From an optimization exercise on the open Yosys and OpenROAD flow, aimed at small area; shortcuts taken in it are not production practice.
The RTL was checked by simulation tests, not by an equivalence proof against the original design.
Power is estimated from default activity; no workload was simulated.

==> run.sh <==
#!/bin/bash
# synth_recipe.tcl (not shown) runs the flow's synth.tcl, then flattens the netlist and writes it again
# the make line also repeats each setting of config.mk as NAME=value (left out here)
make -C /OpenROAD-flow-scripts/flow DESIGN_CONFIG=/design/flow/config.mk WORK_HOME=/design/flow/orfs CLKGATE_MAP_FILE= SYNTH_SCRIPT=/design/flow/synth_recipe.tcl finish
==> config.mk <==
export PLATFORM = sky130hd
export DESIGN_NAME = metronome_display
export DESIGN_NICKNAME = metronome_display
export VERILOG_FILES = /design/flow/design.v
export SDC_FILE = /design/flow/constraint.sdc
export NUM_CORES = 4
export LEC_CHECK = 0
export CAP_MARGIN = 20
export CORE_MARGIN = 2
export CORE_UTILIZATION = 40
export SLEW_MARGIN = 20
==> constraint.sdc <==
create_clock -name core_clock -period 100.0 [get_ports {clk}]
set_input_delay 20.0000 -clock core_clock [delete_from_list [all_inputs] [get_ports {clk}]]
set_output_delay 20.0000 -clock core_clock [all_outputs]
set_load 0.01 [all_outputs]
==> design.v <==
module metronome_display(
    input wire clk,
    input wire reset_n,
    input wire key_inc_n,
    input wire key_dec_n,
    input wire key_mode_n,
    input wire key_opt_n,
    output reg beep_n,
    output wire [3:0] led_n,
    output wire [3:0] dig,
    output reg [7:0] seg
);
    localparam [25:0] S_RST  = 26'h2363CF7;
    localparam [25:0] S_LOAD = 26'h2363C7F;
    localparam [23:0] FIC_F    = 24'hf5c025;   
    localparam [19:0] MT_START = 20'hd4cd1;    
    localparam [19:0] MT_END   = 20'hfffff;
    localparam [12:0] BZ_N     = 13'h020b;     
    localparam [12:0] BZ_A     = 13'h022b;     
    localparam [12:0] BZ_END   = 13'h0357;
    reg [8:0]  bpm;
    reg        running;
    reg [1:0]  mode;
    reg [1:0]  ts;
    reg        acc_en;
    reg        vis;
    reg        show_mode;
    reg [19:0] mt;               
    reg [19:0] tc;
    reg [25:0] s;                
    reg        d_nz, d_neg, d_5;  
    reg [2:0]  beat_count;
    reg [1:0]  beat_pos;
    reg [12:0] bz;               
    reg        bact;
    reg [4:0]  ki, kd;           
    reg [3:0]  mz, oz;           
    reg [3:0]  md, od;           
    reg [23:0] fic;              
    reg        fast;             
    reg [9:0]  rc;
    reg [1:0]  ds;
    integer i;
    wire inc_h = |ki;
    wire dec_h = |kd;
    wire any_h = inc_h | dec_h;
    wire mode_edge = (md == 4'd1);
    wire opt_edge  = (od == 4'd1);
    reg [4:0] ki_m1, kd_m1;
    reg [3:0] mz_p1, oz_p1, md_m1, od_m1;
    reg c0, c1, c2, c3, c4, c5;
    always @(*) begin
        c0 = 1'b1; c1 = 1'b1;
        for (i = 0; i < 5; i = i + 1) begin
            ki_m1[i] = ki[i] ^ c0; c0 = c0 & ~ki[i];
            kd_m1[i] = kd[i] ^ c1; c1 = c1 & ~kd[i];
        end
        c2 = 1'b1; c3 = 1'b1; c4 = 1'b1; c5 = 1'b1;
        for (i = 0; i < 4; i = i + 1) begin
            mz_p1[i] = mz[i] ^ c2; c2 = c2 & mz[i];
            oz_p1[i] = oz[i] ^ c3; c3 = c3 & oz[i];
            md_m1[i] = md[i] ^ c4; c4 = c4 & ~md[i];
            od_m1[i] = od[i] ^ c5; c5 = c5 & ~od[i];
        end
    end
    wire fic_low0 = ~|fic[22:0];
    wire fic_zero = fic_low0 & ~fic[23];
    wire fic_fb   = fic[23] ^ fic[22] ^ fic[21] ^ fic[16] ^ fic_low0;
    wire tcl0   = ~|tc[16:0];
    wire step   = fic_zero | (fast & tcl0);
    wire at_max = (bpm == 9'd300);
    wire at_min = (bpm == 9'd30);
    wire lt295  = ~(bpm[8] & bpm[5] & (bpm[3] | (bpm[2] & bpm[1] & bpm[0])));   
    wire gt35   = bpm[8] | bpm[7] | bpm[6] | (bpm[5] & (bpm[4] | bpm[3] | bpm[2]));   
    wire dec_ok = dec_h & ~at_min & step;
    wire inc_ok = inc_h & ~at_max & step;
    wire big    = fast & (dec_ok ? gt35 : lt295);
    wire [8:0] add = dec_ok ? {6'b111111, ~big, 2'b11} :
                     inc_ok ? {6'd0, big, 1'b0, 1'b1} : 9'd0;
    reg [8:0] bpm_n;
    reg cb;
    always @(*) begin
        cb = 1'b0;
        for (i = 0; i < 9; i = i + 1) begin
            bpm_n[i] = bpm[i] ^ add[i] ^ cb;
            cb = (bpm[i] & add[i]) | (cb & (bpm[i] ^ add[i]));
        end
    end
    wire restart = opt_edge & (mode == 2'd0) & ~running;
    wire beat    = running & ~s[25];
    wire load    = restart | beat;
    reg [19:0] u;         
    reg ct;
    always @(*) begin
        ct = 1'b1;
        for (i = 0; i < 20; i = i + 1) begin
            u[i] = tc[i] ^ ct; ct = ct & tc[i];
        end
    end
    reg [22:0] m;
    reg cm;
    reg [22:0] q4;
    always @(*) begin
        q4 = {1'b0, u, 2'b00} & {23{d_5}};
        cm = 1'b0;
        for (i = 0; i < 23; i = i + 1) begin
            m[i] = (i < 20 ? u[i] : 1'b0) ^ q4[i] ^ cm;
            cm = ((i < 20 ? u[i] : 1'b0) & q4[i]) | (cm & ((i < 20 ? u[i] : 1'b0) ^ q4[i]));
        end
    end
    reg [25:0] sa, mb, xs, xc, s_n;
    reg cs, xb;
    always @(*) begin
        sa = load ? S_LOAD : s;
        for (i = 0; i < 26; i = i + 1)
            mb[i] = ~load & d_nz & ((i < 23 ? m[i] : 1'b0) ^ d_neg);
        for (i = 0; i < 26; i = i + 1) begin
            xb = (i < 9) ? bpm[i] : 1'b0;
            xs[i] = sa[i] ^ mb[i] ^ xb;
            xc[i] = (sa[i] & mb[i]) | (xb & (sa[i] ^ mb[i]));
        end
        cs = ~load & d_nz & d_neg;
        for (i = 0; i < 26; i = i + 1) begin
            xb = (i > 0) ? xc[i-1] : 1'b0;
            s_n[i] = xs[i] ^ xb ^ cs;
            cs = (xs[i] & xb) | (cs & (xs[i] ^ xb));
        end
    end
    wire last_beat = (ts == 2'd0) ? (beat_count != 3'd0) :
                     (ts == 2'd1) ? beat_count[1] :
                     (ts == 2'd2) ? (beat_count[1] & beat_count[0]) | beat_count[2] :
                                    (beat_count[2] & beat_count[0]);
    wire [2:0] bc_inc = {beat_count[2] | (beat_count[1] & beat_count[0]),
                         beat_count[1] ^ beat_count[0], ~beat_count[0]};
    wire [19:0] mt_step = {mt[18:0], mt[19] ^ mt[16]};
    wire [12:0] bz_step = {bz[11:0], bz[12] ^ bz[3] ^ bz[2] ^ bz[0]};
    wire rc_low0 = ~|rc[8:0];
    wire rc_zero = rc_low0 & ~rc[9];
    wire [9:0]  rc_step = {rc[8:0], rc[9] ^ rc[6] ^ rc_low0};
    always @(posedge clk or negedge reset_n) begin
        if (!reset_n) begin
            bpm <= 9'd120;
            running <= 1'b1;
            mode <= 2'd0;
            ts <= 2'b10;
            acc_en <= 1'b1;
            vis <= 1'b0;
            show_mode <= 1'b0;
            tc <= 20'd0;
            s <= S_RST;
            d_nz <= 1'b0; d_neg <= 1'b0; d_5 <= 1'b0;
            beat_count <= 3'd0;
            beat_pos <= 2'd0;
            bact <= 1'b0;
            beep_n <= 1'b1;
            ki <= 5'd0; kd <= 5'd0;
            mz <= 4'd0; oz <= 4'd0;
            md <= 4'd0; od <= 4'd0;
            rc <= 10'd0;
            ds <= 2'd0;
        end else begin
            ki <= !key_inc_n ? 5'd20 : inc_h ? ki_m1 : 5'd0;
            kd <= !key_dec_n ? 5'd20 : dec_h ? kd_m1 : 5'd0;
            mz <= key_mode_n ? 4'd0 : (mz == 4'd10) ? mz : mz_p1;
            oz <= key_opt_n  ? 4'd0 : (oz == 4'd10) ? oz : oz_p1;
            md <= (!key_mode_n && mz == 4'd9) ? 4'd11 : (md != 4'd0) ? md_m1 : 4'd0;
            od <= (!key_opt_n  && oz == 4'd9) ? 4'd11 : (od != 4'd0) ? od_m1 : 4'd0;
            if (mode_edge) begin
                mode <= mode + 2'd1;
                show_mode <= 1'b1;
            end
            if (show_mode && mt == MT_END)
                show_mode <= 1'b0;
            if (opt_edge) begin
                case (mode)
                    2'd0: running <= ~running;
                    2'd1: ts <= ts + 2'd1;
                    2'd2: acc_en <= ~acc_en;
                    2'd3: vis <= ~vis;
                endcase
            end
            bpm <= bpm_n;
            d_nz <= dec_ok | inc_ok;
            d_neg <= dec_ok;
            d_5 <= big;
            s <= s_n;
            if (load)
                tc <= 20'd0;
            else if (running)
                tc <= u;
            if (restart) begin
                beat_count <= 3'd0;
                beat_pos <= 2'd0;
            end
            if (beat) begin
                beat_pos <= beat_count[1:0];
                beat_count <= last_beat ? 3'd0 : bc_inc;
            end
            if (bact && bz != BZ_END)
                beep_n <= vis;
            else
                beep_n <= 1'b1;
            if (beat)
                bact <= 1'b1;
            else if (bz == BZ_END)
                bact <= 1'b0;
            rc <= rc_step;
            if (rc_zero)
                ds <= ds + 2'd1;
        end
    end
    always @(posedge clk) begin
        fic  <= any_h ? {fic[22:0], fic_fb} : 24'd0;
        fast <= any_h & (fast | (fic == FIC_F));
        mt <= (mode_edge && !show_mode) ? MT_START : mt_step;
        bz <= beat ? ((beat_count == 3'd0 && acc_en) ? BZ_A : BZ_N) : bz_step;
    end
    assign led_n[0] = ~(running && beat_pos == 2'd0);
    assign led_n[1] = ~(running && beat_pos == 2'd1);
    assign led_n[2] = ~(running && beat_pos == 2'd2);
    assign led_n[3] = ~(running && beat_pos == 2'd3);
    assign dig = ~(4'b0001 << ds);
    function [3:0] add3;
        input [3:0] x;
        case (x)
            4'd5: add3 = 4'd8;
            4'd6: add3 = 4'd9;
            4'd7: add3 = 4'd10;
            4'd8: add3 = 4'd11;
            4'd9: add3 = 4'd12;
            default: add3 = x;
        endcase
    endfunction
    reg [20:0] dd;
    always @(*) begin
        dd = {12'd0, bpm};
        for (i = 0; i < 9; i = i + 1) begin
            dd[12:9]  = add3(dd[12:9]);
            dd[16:13] = add3(dd[16:13]);
            dd[20:17] = add3(dd[20:17]);
            dd = dd << 1;
        end
    end
    wire [3:0] d0 = dd[12:9];
    wire [3:0] d1 = dd[16:13];
    wire [3:0] d2 = dd[20:17];
    reg [3:0] cd;
    always @(*) begin
        case (ds)
            2'd0: cd = d0;
            2'd1: cd = d1;
            2'd2: cd = d2;
            default: cd = 4'd0;
        endcase
    end
    function [7:0] dec7;
        input [3:0] v;
        case (v)
            4'd0: dec7 = 8'b11000000;
            4'd1: dec7 = 8'b11111001;
            4'd2: dec7 = 8'b10100100;
            4'd3: dec7 = 8'b10110000;
            4'd4: dec7 = 8'b10011001;
            4'd5: dec7 = 8'b10010010;
            4'd6: dec7 = 8'b10000010;
            4'd7: dec7 = 8'b11111000;
            4'd8: dec7 = 8'b10000000;
            4'd9: dec7 = 8'b10010000;
            default: dec7 = 8'b11111111;
        endcase
    endfunction
    wire [3:0] tsd = (ts == 2'd0) ? 4'd2 : (ts == 2'd1) ? 4'd3 :
                     (ts == 2'd2) ? 4'd4 : 4'd6;
    always @(*) begin
        if (!show_mode)
            seg = dec7(cd);
        else case (mode)
            2'd0: seg = (ds == 2'd3) ? 8'b10001100 : 8'b11111111;
            2'd1: seg = (ds == 2'd3) ? dec7(tsd) : 8'b11111111;
            2'd2: seg = (ds == 2'd3) ? 8'b10001000 : (ds == 2'd2) ? 8'b11111111 :
                        (ds == 2'd1) ? 8'b11000000 : (acc_en ? 8'b11001000 : 8'b10001110);
            default: seg = (ds == 2'd3) ? 8'b11000001 : (ds == 2'd2) ? 8'b11111111 :
                        (ds == 2'd1) ? 8'b11000000 : (vis ? 8'b11001000 : 8'b10001110);
        endcase
    end
endmodule
==> results.txt <==
## cells by family (layout without fill, tap and decap cells)
kind of cell / count (synthesis) / in the layout / share of synthesized area, %
xor+xnor: 50 / 50 / 4.29
compound gates: 154 / 154 / 10.9
buf+inv: 149 / 166 / 5.76
other cells: 1 / 1 / 0.0367
flops: 169 / 169 / 38.9
simple gates: 339 / 339 / 18.4
mux: 8 / 8 / 0.883
fa+ha+maj: 136 / 136 / 20.8
## power groups by stage
stage	clock (mW)	combinational, mW	sequential (mW)
detailed placement	0	0.0697	0.101
global placement	0	0.0680	0.101
finish	0.0666	0.0688	0.101
floorplan	0	0.0523	0.0966
CTS	0.0683	0.0698	0.101
global route	0.0713	0.0790	0.103
## registers in the layout (all words and copies together) (netlist names), 5 cells and up
name	count
mt	20
rc	10
bz	13
s	26
ki	5
kd	5
tc	20
bpm	9
fic	24
## layout make-up
| type | instances | share of cell area [%] |
|---|---|---|
| Clock buffer | 18 | 3.80 |
| Clock inverter | 14 | 1.43 |
| Timing Repair Buffer | 26 | 2.17 |
| Tap cell | 330 | 3.66 |
| Multi-Input combinational cell | 688 | 50.2 |
| Sequential cell | 169 | 35.2 |
| Inverter | 108 | 3.60 |
## cells in the final DEF, fill, tap and decap left out, drive strengths merged, types with 6 or more instances in the layout
master	count
o31ai	6
nand2b	29
and2	63
dfxtp	58
a31oi	12
clkbuf	18
or3	6
a211oi	7
dfrtp	87
nor4b	8
fa	57
a21oi	19
or2	12
dfstp	24
buf	6
nand4	11
nand2	54
o211ai	7
nor2b	18
nor2	67
clkdlybuf4s50	20
nand3b	8
o311ai	7
nor3	14
xor2	13
o21ai	34
nor4	10
inv	113
nand3	20
a22o	22
clkinv	7
ha	78
xnor2	37
## routing by layer
layer	global-route usage, %	up-vias	share of wire, %
li1	-	3397	-
met1	21.8	3357	50
met2	24.8	81	46
met3	2.65	27	2.6
met4	5.66	0	1.7
met5	0	-	0
## how the worst max path moves through the flow
| stage | end | cells after the start | start | slack [ns] |
|---|---|---|---|---|
| global placement | seg[3] | 13 | bpm[7]$_DFF_PN0_ | 75.45 |
| detailed placement | seg[3] | 13 | bpm[7]$_DFF_PN0_ | 75.40 |
| finish | seg[3] | 13 | bpm[7]$_DFF_PN0_ | 74.91 |
| global route | seg[3] | 13 | bpm[7]$_DFF_PN0_ | 74.62 |
| CTS | seg[3] | 13 | bpm[7]$_DFF_PN0_ | 74.92 |
| floorplan | seg[3] | 13 | bpm[6]$_DFF_PN1_ | 76.66 |
==> impl_metrics.env <==
export IMPL_slew_viol_final=0
export IMPL_pre_cts_slack_ns=75.40
export IMPL_fin_crit_ns=25.09
export IMPL_r2r_end="s[25]$_DFF_PN1_"
export IMPL_multi_input_area_sq_um=5670
export IMPL_status="complete, no violations"
export IMPL_rows=58
export IMPL_portBuffers=21
export IMPL_drive_gt1_share_pct=9.29
export IMPL_dr_first_iter_drc_count=420
export IMPL_post_synth_num_cell_types=84
export IMPL_worstSetupStartpointType="register"
export IMPL_regArea_sq_um=3970
export IMPL_p_int_mw=0.156
export IMPL_h_tree_depth=4
export IMPL_post_cts_resized=0
export IMPL_critPathRequiredTime_ns=80.00
export IMPL_p_leak_nw=5.10
export IMPL_syn_avg_cell_area_sq_um=10.1
export IMPL_synth_area_sq_um=10200
export IMPL_holdPathStages=0
export IMPL_rrSetupSlack_ns=88.46
export IMPL_ys_seq_area_share_pct=38.9
export IMPL_maxCapViolCount=0
export IMPL_path_class="reg -> out"
export IMPL_synth_edf_count=0
export IMPL_crit_buf_inv=1
export IMPL_routed_via_density=5.07
export IMPL_slew_headroom_pct=41.5
export IMPL_worstHoldStart="rc[4]$_DFF_PN0_"
export IMPL_grt_pass1_wl_mm=33.7
export IMPL_final_cells=1353
export IMPL_vias=6862
export IMPL_die_h_microns=164
export IMPL_initial_core_util_pct=40.6
export IMPL_min_path_type="reg -> reg"
export IMPL_finalClockSkew_ns=0.0108
export IMPL_fillers=2358
export IMPL_grt_pass1_vias=6855
export IMPL_fin_crit_sh_pct=25.1
export IMPL_netSwitchingPower_mw=0.0795
export IMPL_setup_viol=0
export IMPL_worstPathMaxFanout=22
export IMPL_ctsRootBufferMaster="clkbuf_16"
export IMPL_total_power_mw=0.236
export IMPL_synth_seq_cells=169
export IMPL_clock_path_buffers=2
export IMPL_post_cts_buffers=0
export IMPL_synth_top_area_cell="dfrtp_1"
export IMPL_crit_chain="and4bb_2 > a211oi_1 > a31oi_1 > nor3_2 > a22o_4 > mux2_4 > or3_4 > and2_4 > ha_1 > nor2b_1 > a221oi_1 > o31ai_1 > clkdlybuf4s50_1"
export IMPL_rsz0062_at_grt="no"
export IMPL_cts_tree="done"
export IMPL_synth_area_leaders="dfrtp_1, dfxtp_1, fa_1"
export IMPL_netlist_instances=1006
export IMPL_power_per_cell_area_nw_per_um2=20.9
export IMPL_crit_path_max_incr_delay_ns=0.82
export IMPL_vdd_drop_max_mv=0.0133
export IMPL_hpwlAfterDp_mm=13.5
export IMPL_first_pass_iters=4
export IMPL_async_reset_ff_share_pct=65.7
export IMPL_yosysMostFrequentCell="inv_1"
export IMPL_final_nets=1151
export IMPL_synth_fp_nets=1147
export IMPL_fmax_mhz=39.9
export IMPL_reg2regPathDepth=32
export IMPL_io_pins=23
export IMPL_crit_family="simple AND/OR/NAND/NOR gates"
export IMPL_wl_per_cell_microns=14.2
export IMPL_seq_power_share_pct=42.6
export IMPL_place_area_sq_um=10700
export IMPL_numPlacedInstances=1321
export IMPL_min_to="rc[5]$_DFF_PN0_"
export IMPL_cts_num_sinks=169
export IMPL_worst_ep_arrival_time_ns=5.09
export IMPL_diodes=0
export IMPL_die_area_sq_um=26800
export IMPL_drc_errors=0
export IMPL_cp_end_kind="output port"
export IMPL_r2r_start="tc[0]$_DFFE_PN0P_"
export IMPL_routabilityCongestion=0.849
export IMPL_hold_viol=0
export IMPL_clk_pin_slew_worst_paths_ns=0.07
export IMPL_worstMarginPinSlew_ns=0.877
export IMPL_wirelength_mm=19.3
export IMPL_cts_hold_buf=0
export IMPL_synthTopCellsByCount="inv_1, dfrtp_1, ha_1"
export IMPL_track_usage_pct=15.7
export IMPL_ys_flop_type="dfrtp_1"
export IMPL_design_area_sq_um=11300
export IMPL_finalHoldWorstSlack_ns=0.378
export IMPL_setup_tns_ns=0
export IMPL_final_core_util_pct=45.0
export IMPL_grt_antenna_before_repair=0
export IMPL_grt_max_degree=68
export IMPL_pwr_share_comb_pct=29.2
export IMPL_crit_slowest_cell="dfrtp_1"
export IMPL_cts_buffers=17
export IMPL_drtAntennaViolNets=0
export IMPL_grt_overflow=0
export IMPL_die_w_microns=164
export IMPL_clock_latency_ns=0.43
export IMPL_p_sw_share_pct=33.7
export IMPL_synthToLayoutAreaGrowth_pct=10.6
export IMPL_synth_top_cell_area_share_pct=21.3
export IMPL_yosysWarnings=1
export IMPL_timing_final_ws_setup_ns=74.91
export IMPL_power_frac_clock_pct=28.2
export IMPL_coreArea_sq_um=25100

## re-timing with driven ports
The results above use ideal ports. As a check the final layout listed here was re-extracted and re-timed, cells and wires unchanged. Step 1 sets driving cells, clkbuf_16 on the clock port and buf_2 on the other inputs (assumed; they add their load-dependent delay and slew). Step 2 times the ports against the registers' clock, not the clock port: input delays grow and output delays shrink by t, the midpoint of the rising clock arrivals with the driver on. Three values: ideal ports, drivers, drivers and shift; two values: the first two.
shift t [ns]: 0.476
slack for setup (ns): 74.909 / 74.861 / 75.338
hold slack, ns: 0.378 / 0.378 / 0.378
latest minus earliest clock arrival (ns): 0.012 / 0.013
cell pins on the clock port's net: 1
After both steps this run still meets setup and hold. The setup slack of this run moves by -0.048 ns with the drivers and by +0.429 ns with both steps.
